What follows belongs to an exercise in optimizing a design on an open flow for small area, a short achievable clock period and few clock cycles per item; a production flow would make more cautious choices.
Function was checked by simulation only, so behaviour that the tests miss may differ from the original.
No activity file was given, so power comes from the tool's default toggle rates.

== v6 ==
==> flow/design.v <==
module JAM (
    input CLK,
    input RST,
    output reg [2:0] W,
    output reg [2:0] J,
    input [6:0] Cost,
    output reg [3:0] MatchCount,
    output reg [9:0] MinCost,
    output reg Valid );
localparam [3:0] S_SCAN = 4'd0,   
                 S_WAIT = 4'd1,   
                 S_A0   = 4'd3,   
                 S_ADJ  = 4'd4,   
                 S_PRU  = 4'd5,   
                 S_DINI = 4'd6,   
                 S_DFS  = 4'd7,   
                 S_DONE = 4'd8;
localparam [1:0] T_NONE = 2'd0, T_SCAN = 2'd1, T_ADJ = 2'd2, T_A0 = 2'd3;
reg [3:0]  cs;
reg [1:0]  dcnt;
reg        fix;           
reg        wz;            
reg        adj_end;
reg        aug;           
reg [7:0]  wv   [0:7];    
reg [7:0]  mv   [0:7];    
reg [3:0]  way  [0:7];    
reg [2:0]  p    [0:7];    
reg [7:0]  mt;            
reg [7:0]  used;
reg [2:0]  row;           
reg [3:0]  j0;            
reg [6:0]  dl;            
reg [9:0]  base;          
reg [7:0]  best;
reg [2:0]  j1;
reg [2:0]  jj;            
reg [1:0]  s1_tag;
reg [9:0]  s1_cb;         
reg [7:0]  s1_w;          
reg [7:0]  s1_corr;       
reg        s1_wb;
reg [2:0]  s1_col;
reg [1:0]  s2_tag;
reg [7:0]  s2_x;          
reg [7:0]  s2_m;
reg [2:0]  s2_col;
reg [2:0]  s2_p;          
reg        s2_mt;         
reg [2:0]  j1_p;          
reg        j1_mt;         
reg [7:0]  rmin;
reg [7:0]  arow;
reg [2:0]  lvl;
reg [7:0]  dused;
reg [7:0]  rem;
reg [2:0]  cst [0:6];
reg [7:0]  nf;            
integer q;
function [3:0] next_free;
  input [7:0] u;
  input [3:0] from;
  integer n;
  begin
    next_free = 4'd8;
    for (n = 7; n >= 0; n = n - 1)
      if (!u[n] && n >= from) next_free = n;
  end
endfunction
function [2:0] lowest;
  input [7:0] m;
  integer n;
  begin
    lowest = 3'd0;
    for (n = 7; n >= 0; n = n - 1)
      if (m[n]) lowest = n;
  end
endfunction
function [3:0] nf_next;
  input [7:0] m;
  input [2:0] a;
  integer n;
  begin
    nf_next = 4'd8;
    for (n = 7; n >= 0; n = n - 1)
      if (m[n] && n > a) nf_next = n;
  end
endfunction
function [3:0] nf_prev;
  input [7:0] m;
  input [2:0] a;
  integer n;
  begin
    nf_prev = 4'd8;
    for (n = 0; n < 8; n = n + 1)
      if (m[n] && n < a) nf_prev = n;
  end
endfunction
function [9:0] add10c;
  input [9:0] a, b;
  input       cin;
  reg [9:0] p, g, pp, gg, p2, g2;
  integer i, d;
  begin
    p = a ^ b;
    g = a & b;
    g[0] = g[0] | (p[0] & cin);
    pp = p;
    gg = g;
    for (d = 1; d < 10; d = d * 2) begin
      p2 = pp;
      g2 = gg;
      for (i = 0; i < 10; i = i + 1)
        if (i >= d) begin
          g2[i] = gg[i] | (pp[i] & gg[i - d]);
          p2[i] = pp[i] & pp[i - d];
        end
      pp = p2;
      gg = g2;
    end
    add10c = p ^ {gg[8:0], cin};
  end
endfunction
function [9:0] add3c;
  input [9:0] a, b, c;
  input       cin1, cin2;
  begin
    add3c = add10c(a ^ b ^ c, {(a[8:0] & b[8:0]) | (a[8:0] & c[8:0]) | (b[8:0] & c[8:0]), cin1}, cin2);
  end
endfunction
function lt8;
  input [7:0] a, b;
  reg r, e;
  integer i;
  begin
    r = 1'b0;
    e = 1'b1;
    for (i = 7; i >= 0; i = i - 1) begin
      r = r | (e & ~a[i] & b[i]);
      e = e & ~(a[i] ^ b[i]);
    end
    lt8 = r;
  end
endfunction
wire [3:0]  nf_scan  = next_free(fix ? 8'd0 : used, {1'b0, J} + 4'd1);
wire [3:0]  nf_first = next_free(used, 4'd0);
wire [9:0]  corr10 = add10c({3'd0, dl}, {2'b11, ~mv[J]}, 1'b1);
wire [9:0]  base_a0 = add3c({3'd0, dl}, {2'b11, ~wv[J]}, {3'b111, ~Cost}, 1'b1, 1'b1);
wire [9:0]  wnew10 = add10c({2'd0, s1_w}, {2'd0, s1_corr}, 1'b0);
wire [7:0]  wnew = wnew10[7:0];
wire [9:0]  x2   = add3c(s1_cb, {2'd0, s1_w}, {2'd0, s1_corr}, 1'b0, 1'b0);
wire [7:0]  xsat = s2_x[7] ? 8'hff : s2_x;
wire        xlt  = j0[3] | lt8(xsat, s2_m);
wire        xb   = lt8(xsat, best);
wire        mb   = lt8(s2_m, best);
wire        alt  = lt8(s2_x, rmin);
wire [7:0]  nmv3 = xlt ? xsat : s2_m;
wire        nbst = xlt ? xb : mb;
wire [7:0]  pbit = 8'd1 << p[s2_col];
wire        nlast = (s2_tag == T_SCAN) & nbst;
wire [7:0]  bestf = nlast ? nmv3 : best;
wire [2:0]  j1f   = nlast ? s2_col : j1;
wire [2:0]  j1pf  = nlast ? s2_p : j1_p;
wire        j1mtf = nlast ? s2_mt : j1_mt;
wire [2:0]  augv  = way[jj][3] ? row : p[way[jj][2:0]];
wire [2:0]  p_s1  = (aug && jj == s1_col) ? augv : p[s1_col];
wire [2:0]  p_s2  = (aug && jj == s2_col) ? augv : s2_p;
wire [2:0]  p_j1  = (aug && jj == j1) ? augv : j1_p;
reg  [7:0]  pru  [0:7];
reg  [7:0]  outd, ind;
reg         pchg;
integer a, b;
always @(*) begin
  for (a = 0; a < 8; a = a + 1) begin
    outd[a] = |(mv[a] & ~(8'd1 << a));
    ind[a] = 1'b0;
    for (b = 0; b < 8; b = b + 1)
      if (b != a) ind[a] = ind[a] | mv[b][a];
  end
  pchg = 1'b0;
  for (a = 0; a < 8; a = a + 1)
    for (b = 0; b < 8; b = b + 1) begin
      pru[a][b] = mv[a][b] & ((a == b) | (outd[b] & ind[a]));
      pchg = pchg | (mv[a][b] & ~pru[a][b]);
    end
end
wire [2:0]  dj      = lowest(rem);
wire [7:0]  dused_d = dused | (8'd1 << dj);
wire [3:0]  lnext   = nf_next(nf, lvl);
wire [2:0]  nf_lo   = lowest(nf);
wire [3:0]  lprev   = nf_prev(nf, lvl);
wire [2:0]  cprev   = cst[lprev[2:0]];
wire [7:0]  dused_b = dused & ~(8'd1 << cprev);
wire [7:0]  gtmask  = 8'hfe << cprev;
wire        ddesc   = !lnext[3] && rem != 8'd0;
wire [2:0]  ridx    = (cs == S_DINI) ? nf_lo : ddesc ? lnext[2:0] : lprev[2:0];
wire [7:0]  rrow    = mv[ridx];
always @(posedge CLK) begin
  if (s1_tag != T_NONE && s1_wb) wv[s1_col] <= wnew;
end
always @(posedge CLK or posedge RST) begin
  if (RST) begin
    cs <= S_SCAN;
    dcnt <= 2'd0;
    W <= 3'd0;
    J <= 3'd0;
    row <= 3'd0;
    j0 <= 4'd8;
    used <= 8'd0;
    mt <= 8'd0;
    dl <= 7'd0;
    base <= 10'd0;
    best <= 8'hff;
    fix <= 1'b1;
    wz <= 1'b1;
    aug <= 1'b0;
    adj_end <= 1'b0;
    s1_tag <= T_NONE;
    s2_tag <= T_NONE;
    MinCost <= 10'd0;
    MatchCount <= 4'd0;
    Valid <= 1'b0;
  end else begin
    s1_tag <= T_NONE;
    s1_cb <= add10c({3'd0, Cost}, base, 1'b0);
    s1_w <= wz ? 8'd0 : wv[J];
    s1_corr <= (fix & used[J]) ? corr10[7:0] : 8'd0;
    s1_wb <= (fix & used[J]) | wz;
    s1_col <= J;
    s2_tag <= s1_tag;
    s2_x <= (|x2[9:8]) ? 8'hff : x2[7:0];
    s2_m <= mv[s1_col];
    s2_col <= s1_col;
    s2_p <= p_s1;
    s2_mt <= mt[s1_col];
    j1_p <= p_j1;
    if (s2_tag == T_SCAN) begin
      mv[s2_col] <= nmv3;
      if (!j0[3] && xlt) way[s2_col] <= j0;
      if (nbst) begin
        best <= nmv3;
        j1 <= s2_col;
        j1_p <= p_s2;
        j1_mt <= s2_mt;
      end
    end
    if (s2_tag == T_ADJ) begin
      if (s2_col == 3'd0 || alt) begin
        rmin <= s2_x;
        arow <= pbit;
      end else if (s2_x == rmin)
        arow <= arow | pbit;
      if (s2_col == 3'd7) begin
        mv[row] <= alt ? pbit :
                   (s2_x == rmin) ? (arow | pbit) : arow;
        row <= row + 3'd1;
      end
    end
    if (aug) begin
      if (way[jj][3]) begin
        p[jj] <= augv;
        row <= row + 3'd1;
        MinCost <= MinCost + {3'd0, dl};
        aug <= 1'b0;
      end else begin
        p[jj] <= augv;
        jj <= way[jj][2:0];
      end
    end
    case (cs)
      S_SCAN: begin
        s1_tag <= T_SCAN;
        if (nf_scan[3]) begin
          dcnt <= 2'd0;
          cs <= S_WAIT;
        end else
          J <= nf_scan[2:0];
      end
      S_WAIT: begin
        dcnt <= dcnt + 2'd1;
        if (dcnt == 2'd1 && adj_end)
          cs <= S_PRU;
        else if (dcnt == 2'd1) begin
          best <= 8'hff;
          dl <= bestf[6:0];
          fix <= 1'b0;
          wz <= 1'b0;
          if (j0[3]) begin
            for (q = 0; q < 8; q = q + 1)
              way[q] <= 4'd8;
          end
          if (j1mtf) begin
            used <= (fix ? 8'd0 : used) | (8'd1 << j1f);
            j0 <= {1'b0, j1f};
            W <= j1pf;
            J <= j1f;
            cs <= S_A0;
          end else begin
            if (fix) used <= 8'd0;
            mt[j1f] <= 1'b1;
            jj <= j1f;
            aug <= 1'b1;
            fix <= 1'b1;
            j0 <= 4'd8;
            base <= 10'd0;
            J <= 3'd0;
            if (row == 3'd7) begin
              W <= 3'd0;
              cs <= S_ADJ;
            end else begin
              W <= row + 3'd1;
              cs <= S_SCAN;
            end
          end
        end
      end
      S_A0: begin
        base <= base_a0;
        J <= nf_first[2:0];
        cs <= S_SCAN;
      end
      S_ADJ: if (!aug) begin
        s1_tag <= T_ADJ;
        J <= J + 3'd1;
        if (J == 3'd7) begin
          W <= W + 3'd1;
          fix <= 1'b0;
          if (W == 3'd7) begin
            adj_end <= 1'b1;
            dcnt <= 2'd0;
            cs <= S_WAIT;
          end
        end
      end
      S_PRU: begin
        for (q = 0; q < 8; q = q + 1)
          mv[q] <= pru[q];
        nf <= outd;
        dused <= ~outd;
        if (!pchg) cs <= S_DINI;
      end
      S_DINI: begin
        lvl <= nf_lo;
        rem <= rrow & ~dused;
        MatchCount <= (nf == 8'd0) ? 4'd1 : 4'd0;
        if (nf == 8'd0) begin
          Valid <= 1'b1;
          cs <= S_DONE;
        end else
          cs <= S_DFS;
      end
      S_DFS: begin
        if (!lnext[3] && rem != 8'd0) begin
          cst[lvl] <= dj;
          dused <= dused_d;
          rem <= rrow & ~dused_d;
          lvl <= lnext[2:0];
        end else begin
          if (lnext[3] && rem != 8'd0) MatchCount <= MatchCount + 4'd1;
          if (lprev[3]) begin
            Valid <= 1'b1;
            cs <= S_DONE;
          end else begin
            dused <= dused_b;
            rem <= rrow & ~dused_b & gtmask;
            lvl <= lprev[2:0];
          end
        end
      end
      default: ;
    endcase
  end
end
endmodule
clock: 4.0 ns
lec_check: 0
cap_margin: 20
core_margin: 2
core_utilization: 40
slew_margin: 20
run.sh (not shown) runs the stock make flow with config.mk's settings and CLKGATE_MAP_FILE= SYNTH_SCRIPT=/design/flow/synth_recipe.tcl, a recipe that flattens the netlist after the stock synthesis.
v6 completed end to end with timing, DRC and antenna clean.
Testbench counts of v6, summed over its fixed seeds: cycles 4,571, tables 18.
Setup changes, v6 to v7
-- flow/design.v --
<<< v6, line 39
reg [9:0]  s1_cb;         
reg [7:0]  s1_w;          
reg [7:0]  s1_corr;       
reg        s1_wb;
reg [2:0]  s1_col;
>>> v7, line 39
reg [9:0]  s1_cb;         
reg [7:0]  s1_w;          
reg [7:0]  s1_m;          
reg        s1_cor;        
reg        s1_wb;
reg [2:0]  s1_col;
<<< v6, line 129
  end
endfunction
function lt8;
  input [7:0] a, b;
  reg r, e;
  integer i;
  begin
    r = 1'b0;
    e = 1'b1;
    for (i = 7; i >= 0; i = i - 1) begin
      r = r | (e & ~a[i] & b[i]);
      e = e & ~(a[i] ^ b[i]);
    end
    lt8 = r;
  end
endfunction
wire [3:0]  nf_scan  = next_free(fix ? 8'd0 : used, {1'b0, J} + 4'd1);
wire [3:0]  nf_first = next_free(used, 4'd0);
wire [9:0]  corr10 = add10c({3'd0, dl}, {2'b11, ~mv[J]}, 1'b1);
wire [9:0]  base_a0 = add3c({3'd0, dl}, {2'b11, ~wv[J]}, {3'b111, ~Cost}, 1'b1, 1'b1);
wire [9:0]  wnew10 = add10c({2'd0, s1_w}, {2'd0, s1_corr}, 1'b0);
wire [7:0]  wnew = wnew10[7:0];
wire [9:0]  x2   = add3c(s1_cb, {2'd0, s1_w}, {2'd0, s1_corr}, 1'b0, 1'b0);
wire [7:0]  xsat = s2_x[7] ? 8'hff : s2_x;
wire        xlt  = j0[3] | lt8(xsat, s2_m);
>>> v7, line 130
  end
endfunction
function [9:0] add4c;
  input [9:0] a, b, c, d;
  input       cin1;
  reg [9:0] s1, c1, s2, c2;
  begin
    s1 = a ^ b ^ c;
    c1 = {(a[8:0] & b[8:0]) | (a[8:0] & c[8:0]) | (b[8:0] & c[8:0]), cin1};
    s2 = s1 ^ c1 ^ d;
    c2 = {(s1[8:0] & c1[8:0]) | (s1[8:0] & d[8:0]) | (c1[8:0] & d[8:0]), 1'b0};
    add4c = add10c(s2, c2, 1'b0);
  end
endfunction
function lt8;
  input [7:0] a, b;
  reg [7:0] g, e;
  reg [3:0] g1, e1;
  reg [1:0] g2, e2;
  integer i;
  begin
    g = ~a & b;
    e = ~(a ^ b);
    for (i = 0; i < 4; i = i + 1) begin
      g1[i] = g[2*i+1] | (e[2*i+1] & g[2*i]);
      e1[i] = e[2*i+1] & e[2*i];
    end
    for (i = 0; i < 2; i = i + 1) begin
      g2[i] = g1[2*i+1] | (e1[2*i+1] & g1[2*i]);
      e2[i] = e1[2*i+1] & e1[2*i];
    end
    lt8 = g2[1] | (e2[1] & g2[0]);
  end
endfunction
wire [3:0]  nf_scan  = next_free(fix ? 8'd0 : used, {1'b0, J} + 4'd1);
wire [3:0]  nf_first = next_free(used, 4'd0);
wire [9:0]  base_a0 = add3c({3'd0, dl}, {2'b11, ~wv[J]}, {3'b111, ~Cost}, 1'b1, 1'b1);
wire [9:0]  wnew10 = add3c({2'd0, s1_w}, s1_cor ? {3'd0, dl} : 10'd0, s1_cor ? {2'b11, ~s1_m} : 10'd0, s1_cor, 1'b0);
wire [7:0]  wnew = wnew10[7:0];
wire [9:0]  x2   = add4c(s1_cb, {2'd0, s1_w}, s1_cor ? {3'd0, dl} : 10'd0, s1_cor ? {2'b11, ~s1_m} : 10'd0, s1_cor);
wire [7:0]  xsat = s2_x[7] ? 8'hff : s2_x;
wire        xlt  = j0[3] | lt8(xsat, s2_m);
<<< v6, line 225
    s1_cb <= add10c({3'd0, Cost}, base, 1'b0);
    s1_w <= wz ? 8'd0 : wv[J];
    s1_corr <= (fix & used[J]) ? corr10[7:0] : 8'd0;
    s1_wb <= (fix & used[J]) | wz;
    s1_col <= J;
>>> v7, line 243
    s1_cb <= add10c({3'd0, Cost}, base, 1'b0);
    s1_w <= wz ? 8'd0 : wv[J];
    s1_m <= mv[J];
    s1_cor <= fix & used[J];
    s1_wb <= (fix & used[J]) | wz;
    s1_col <= J;
--- outcome ---
There was hardly any difference in area growth from synthesis to layout between v7 and v6.
Re clock network fraction of design power: v6 and v7 aren't equal, and the lower value belongs to v7.
v7: number of distinct standard cells referenced by the synthesized netlist higher than v6
Sort v6 and v7 by final setup slack of the worst path asc -> top: v6
v6 → v7: maximum clock frequency about even, final cell count without fillers fell 21.
On non-clock buffer count: v7 sits below v6.
Compared with v6, v7 shows multi-input gate count higher by 0.34%.
Taking v6 as the reference point, the global-route usage over all layers of v7 falls by 1.7 points.
On global routing usage on met1: v7 sits below v6.
The deepest level of the CTS H-tree was comparable across v6 and v7.
Testbench counts of v7, summed over its fixed seeds: cycles 4,571, tables 18.

==> port drivers added, routing unchanged <==
The results above use ideal ports. As a check the final layouts listed here were re-extracted and re-timed, cells and wires unchanged. Step 1 assumes that a clkbuf_16 drives the clock port and a buf_2 every other input. Step 2 adds t to the input delays and takes it off the output delays; t is the mean of the earliest and latest rising clock arrival at the registers after step 1. Input paths then give back, and output paths get back, about the clock's delay inside the block. Three values: ideal, step 1, step 2; two values: the first two.
run	shift t [ns]	setup slack, ns	worst register clock-pin slew, ns	worst slew at a driven data input, ns
v6	0.641	0.207 / 0.207 / 0.166	0.07 / 0.07	0.06
v7	0.657	0.215 / 0.215 / 0.215	0.07 / 0.07	0.03
After both steps every run listed still meets setup and hold. The setup slack of v6, which loses most, moves by 0.000 ns with the drivers and by -0.041 ns with both steps.
